This design comes from an exercise in tuning for small area and a short achievable clock period on the open sky130 flow, not from production work.
The RTL was checked by simulation tests, not by an equivalence proof against the original design.

Setup of job 5754:
## vector_dot_dma
module vector_dot_dma(
				clk,
				reset,
				address,
				writedata,
				write,
				read,
				readdata,
                b_data);
input clk;
input reset;                 
input [1:0] address;
input [31:0] writedata;
input write;
input read;
input b_data;                
output reg [31:0] readdata;
reg [31:0] a_buf [0:3];
reg [3:0]  a_valid;
reg        m_s;
reg [22:0] m_fa;
reg [11:0] m_bone;    
reg [11:0] m_btwo;
reg [10:0] m_bneg;
reg [8:0]  m_fe0;
reg        m_z;
reg [31:0] p;       
reg [31:0] acc;     
wire clr   = reset | read;
wire a_wr  = write & ~b_data;
wire b_wr  = write & b_data;
wire [31:0] a_sel = a_buf[address];
wire        a_ok  = a_valid[address];
wire [31:0] mul_out;
wire [31:0] add_out;
floating_multiplier m1(m_s, m_fa, m_bone, m_btwo, m_bneg, m_fe0, m_z, mul_out);
floating_add_sub a1(p, acc, add_out);
wire [8:0] e_sum = {1'b0, writedata[30:23]} + {1'b0, a_sel[30:23]} - 9'd127;
wire       z_in  = ~a_ok | (writedata == 32'd0) | (a_sel == 32'd0) |
                   (&writedata[30:23]) | (&a_sel[30:23]);
wire [24:0] y_ext = {1'b1, a_sel[22:0], 1'b0};
wire [11:0] b_one, b_two, b_neg;
genvar g;
generate
    for (g = 0; g < 12; g = g + 1) begin : booth
        wire [2:0] t = y_ext[2*g+2:2*g];
        assign b_one[g] = t[1] ^ t[0];
  ...
Size: ~71 I/O pins, roughly 37,000 sq um of cells after synthesis.
export LEC_CHECK = 0
export ABC_AREA = 1
export CAP_MARGIN = 30
export CORE_MARGIN = 2
export CORE_UTILIZATION = 50
export PLACE_DENSITY = 0.65
export SLEW_MARGIN = 30
export TNS_END_PERCENT = 0
create_clock -name core_clock -period 11.0 [get_ports {clk}]
standard.sh (not shown) runs the stock make flow with config.mk's settings and CLKGATE_MAP_FILE= SYNTH_SCRIPT=/design/flow/synth_recipe.tcl, a recipe that flattens the netlist after the stock synthesis.
==> flow/flow/run.sh <==
#!/bin/bash
# Own layout flow:
#  1. the standard synthesis, unchanged (standard.sh synth);
#  2. its combinational logic re-mapped by ABC (ORFS's area script) as whole
#     register-to-register paths: the standard netlist's full/half adder
#     cells are turned back into logic first, so that ABC sees each path
#     whole (flow/remap.ys.in, flow/remap.abc); the registers keep their
#     instances, names and cell types;
set -euo pipefail
W=$(pwd)
R=$W/orfs/results/$FLOW_PLATFORM/vector_dot_dma/base
LIB=$FLOW_HOME/platforms/$FLOW_PLATFORM/lib/sky130_fd_sc_hd__tt_025C_1v80.lib
YOSYS=$FLOW_HOME/../tools/install/yosys/bin/yosys
[[ -x $YOSYS ]] || YOSYS=$(command -v yosys)

bash standard.sh synth > $W/log_1_standard_synth.log 2>&1

cp $R/1_2_yosys.v $W/standard_synth.v
sed -e "s|@LIB@|$LIB|g" -e "s|@IN@|$W/standard_synth.v|" -e "s|@TOP@|$FLOW_TOP|g" \
    -e "s|@ABC@|$W/flow/remap.abc|" -e "s|@CONSTR@|$W/flow/abc.constr|" \
    -e "s|@OUT@|$W/remapped.v|" $W/flow/remap.ys.in > $W/remap.ys
$YOSYS -s $W/remap.ys > $W/log_2_remap_yosys.log 2>&1
cp $W/remapped.v $R/1_2_yosys.v
rm -f $R/1_synth.odb $R/1_synth.sdc

bash standard.sh finish SETUP_SLACK_MARGIN=7 > $W/log_3_standard_layout.log 2>&1
==> flow/flow/remap.abc <==
strash
dch
map -B 0.9
topo
stime -c
buffer -c
upsize -c
dnsize -c
stime -p
Other scripts of this flow, unchanged in this note and not shown: flow/flow/abc.constr, flow/flow/remap.ys.in
Edits applied to the flow inputs when going from job 5754 to job 5096:
Settings: SETUP_SLACK_MARGIN newly set to 5.
-- flow/flow/run.sh --
<<< job 5754, line 9
>>> job 5096, line 9
#  3. the standard layout steps on that netlist (standard.sh finish).
# Each tool's output goes to a log file of its own in this folder.
<<< job 5754, line 26
bash standard.sh finish SETUP_SLACK_MARGIN=7 > $W/log_3_standard_layout.log 2>&1
>>> job 5096, line 28
bash standard.sh finish > $W/log_3_standard_layout.log 2>&1
Findings:
Job 5096 ends up with a worst setup slack that is 0.30 ns lower than in job 5754. Job 5096 closes out successfully: all stages finished, all timing, DRC and antenna checks passed. Delta (job 5096 minus job 5754): critical path data required time now sits lower, non-clock buffer count has decreased, vias after detailed routing fell 3.2%.
What job 2861 does differently from job 5096 at the input level:
Settings: SETUP_SLACK_MARGIN no longer set, was 5; CORE_UTILIZATION now 45, was 50; PLACE_DENSITY now 0.6, was 0.65.
-- flow/flow/run.sh --
<<< job 5096, line 4
#  2. its combinational logic re-mapped by ABC (ORFS's area script) as whole
>>> job 2861, line 4
#  2. its combinational logic re-mapped by ABC (delay target 4.5 ns) as whole
<<< job 5096, line 9
#  3. the standard layout steps on that netlist (standard.sh finish).
# Each tool's output goes to a log file of its own in this folder.
>>> job 2861, line 9
<<< job 5096, line 28
bash standard.sh finish > $W/log_3_standard_layout.log 2>&1
>>> job 2861, line 26
bash standard.sh cts SETUP_SLACK_MARGIN=5.5 > $W/log_3_standard_layout_to_cts.log 2>&1
bash standard.sh finish SETUP_SLACK_MARGIN=5 > $W/log_4_standard_layout_finish.log 2>&1
==> flow/flow/remap.abc <==
strash
dch
map -D 4500
topo
buffer -c
upsize -c
dnsize -c
stime -p
### Flow results
- Job 2861 has less setup slack than job 5096.
- Job 2861 — maximum net fanout on the critical path 14 higher, job 5096 as reference
- | slew at the pin with the worst max-slew slack | job 2861 vs job 5096 | 0.11 ns lower |
- Against job 5096, critical path depth in job 2861 rose by more than 10%.
- Final cycle utilization of the critical path (job 2861 over job 5096): increase, 11 points
- Diff job 5096 -> job 2861: number of fill cells in the layout went up 412, number of buffers added by the clock tree synthesis step went up 1.
- Relative area change from synthesis to final layout up 4.8 points in job 2861 wrt job 5096
For job 8332, these inputs were changed with respect to job 2861:
-- flow/flow/run.sh --
<<< job 2861, line 4
#  2. its combinational logic re-mapped by ABC (delay target 4.5 ns) as whole
>>> job 8332, line 4
#  2. its combinational logic re-mapped by ABC (ORFS's area script) as whole
==> flow/flow/remap.abc <==
strash
dch
map -B 0.9
topo
stime -c
buffer -c
upsize -c
dnsize -c
stime -p
Results
Both conditions hold for job 8332: the flow ran to the end and the final layout passed the timing, DRC and antenna checks. A busiest layer in global routing of met2 is what job 2861 shows, while met1 belongs to job 8332. Between job 2861 and job 8332, wire length the detailed router placed on met1 is higher for job 8332, job 2861 comes in under that. The number of gates given a new drive strength after cts of job 8332 exceeds that of job 2861 by about 35%. Between job 2861 and job 8332, sequential share of cell area is higher for job 2861, job 8332 comes in under that. Job 8332 has total iterations of the first detailed-routing run above what job 2861 had. Layout buffer count excluding clock buffers came out lower on job 8332 than on job 2861.


Starting RTL as in the previous note.
Settings: LEC_CHECK=0, ABC_AREA=1, CAP_MARGIN=30, CORE_MARGIN=2, CORE_UTILIZATION=45, PLACE_DENSITY=0.6, SETUP_SLACK_MARGIN=5, SLEW_MARGIN=30, TNS_END_PERCENT=0; clock period 11.0 ns.
run.sh (not shown) runs the stock make flow with config.mk's settings and CLKGATE_MAP_FILE= SYNTH_SCRIPT=/design/flow/synth_recipe.tcl, a recipe that flattens the netlist after the stock synthesis.
Stock flow here: none of the scripts above is used.
Edit:
Settings changed: CORE_UTILIZATION 45 to 50, PLACE_DENSITY 0.6 to 0.65.
What happened:
- critical path depth rose by 14
- register-to-register slack improved by 260 ps
- clock skew rises by 24 ps
- via count climbs by 2.7%
- utilization went up by 6.6 points
- sequential share of layout area drops by 0.23 points
- flip-flop and latch count is unchanged


Starting RTL as in the previous note.
Settings: LEC_CHECK=0, ABC_AREA=1, CAP_MARGIN=30, CORE_MARGIN=2, CORE_UTILIZATION=50, PLACE_DENSITY=0.65, SLEW_MARGIN=30, TNS_END_PERCENT=0; clock period 11.0 ns.
standard.sh (not shown) runs the stock make flow with config.mk's settings and CLKGATE_MAP_FILE= SYNTH_SCRIPT=/design/flow/synth_recipe.tcl, a recipe that flattens the netlist after the stock synthesis.
==> flow/flow/run.sh <==
#!/bin/bash
# Own layout flow:
#  1. the standard synthesis, unchanged (standard.sh synth);
#  2. its combinational logic re-mapped by ABC (ORFS's area script) as whole
#     register-to-register paths: the standard netlist's full/half adder
#     cells are turned back into logic first, so that ABC sees each path
#     whole (flow/remap.ys.in, flow/remap.abc); the registers keep their
#     instances, names and cell types;
set -euo pipefail
W=$(pwd)
R=$W/orfs/results/$FLOW_PLATFORM/vector_dot_dma/base
LIB=$FLOW_HOME/platforms/$FLOW_PLATFORM/lib/sky130_fd_sc_hd__tt_025C_1v80.lib
YOSYS=$FLOW_HOME/../tools/install/yosys/bin/yosys
[[ -x $YOSYS ]] || YOSYS=$(command -v yosys)

bash standard.sh synth > $W/log_1_standard_synth.log 2>&1

cp $R/1_2_yosys.v $W/standard_synth.v
sed -e "s|@LIB@|$LIB|g" -e "s|@IN@|$W/standard_synth.v|" -e "s|@TOP@|$FLOW_TOP|g" \
    -e "s|@ABC@|$W/flow/remap.abc|" -e "s|@CONSTR@|$W/flow/abc.constr|" \
    -e "s|@OUT@|$W/remapped.v|" $W/flow/remap.ys.in > $W/remap.ys
$YOSYS -s $W/remap.ys > $W/log_2_remap_yosys.log 2>&1
cp $W/remapped.v $R/1_2_yosys.v
rm -f $R/1_synth.odb $R/1_synth.sdc

bash standard.sh cts SETUP_SLACK_MARGIN=5.5 > $W/log_3_standard_layout_to_cts.log 2>&1
bash standard.sh finish SETUP_SLACK_MARGIN=5 > $W/log_4_standard_layout_finish.log 2>&1
Other scripts of this flow, unchanged in this note and not shown: flow/flow/abc.constr, flow/flow/remap.abc, flow/flow/remap.ys.in
The first run finished clean.
Next try:
--- a/flow/config.mk
+++ b/flow/config.mk
@@ -9,6 +9,6 @@
 export CAP_MARGIN = 30
 export CORE_MARGIN = 2
-export CORE_UTILIZATION = 50
-export PLACE_DENSITY = 0.65
+export CORE_UTILIZATION = 40
+export PLACE_DENSITY = 0.55
 export SLEW_MARGIN = 30
 export TNS_END_PERCENT = 0
After rerunning: Via count goes down by 0.73%. Core utilization goes down by 12 points. Wire length goes up by 5.0%. Clock-buffer cell count goes up by 2. Worst setup slack degrades by 16 ps. Hold slack is about the same. Sequential share of layout area goes down by 0.12 points.

==> separate check: timing with driven ports <==
No port has a modelled driver above. Below, the same layouts with a new extraction and two added sets of constraints. Step 1 (the two cells are an assumption about what drives the block):
set clk [get_ports {clk}]
set_driving_cell -lib_cell sky130_fd_sc_hd__clkbuf_16 $clk
set_driving_cell -lib_cell sky130_fd_sc_hd__buf_2 [delete_from_list [all_inputs] $clk]
Step 2 times the ports against the registers' clock, not the clock port: input delays grow and output delays shrink by t, the midpoint of the rising clock arrivals with the driver on. Three values: ideal, step 1, step 2; two values: the first two.
run | t, ns | setup slack, ns | worst hold slack (ns) | worst setup path at the end | worst register clock-pin slew, ns
job 5754 | 0.627 | 5.505 / 5.505 / 5.280 | 0.450 / 0.450 / 0.450 | input to register | 0.07 / 0.07
job 5096 | 0.605 | 5.205 / 5.205 / 5.205 | 0.452 / 0.452 / 0.452 | register to register | 0.06 / 0.06
job 2861 | 0.631 | 4.018 / 4.018 / 4.018 | 0.462 / 0.462 / 0.462 | register to register | 0.08 / 0.08
job 8332 | 0.617 | 5.303 / 5.303 / 5.256 | 0.452 / 0.452 / 0.452 | input to register | 0.08 / 0.08
the first run of note 2 | 0.641 | 3.939 / 3.939 / 3.939 | 0.456 / 0.456 / 0.456 | register to register | 0.07 / 0.07
the second run of note 2 | 0.651 | 4.199 / 4.199 / 4.199 | 0.457 / 0.457 / 0.457 | register to register | 0.07 / 0.07
the first run of note 3 | 0.598 | 5.278 / 5.278 / 5.228 | 0.452 / 0.452 / 0.452 | input to register | 0.07 / 0.07
the second run of note 3 | 0.615 | 5.262 / 5.262 / 5.262 | 0.454 / 0.454 / 0.454 | register to register | 0.06 / 0.06
After both steps setup and hold are still met in every run listed. The setup slack of job 5754, which loses most, moves by 0.000 ns with the drivers and by -0.225 ns with both steps.
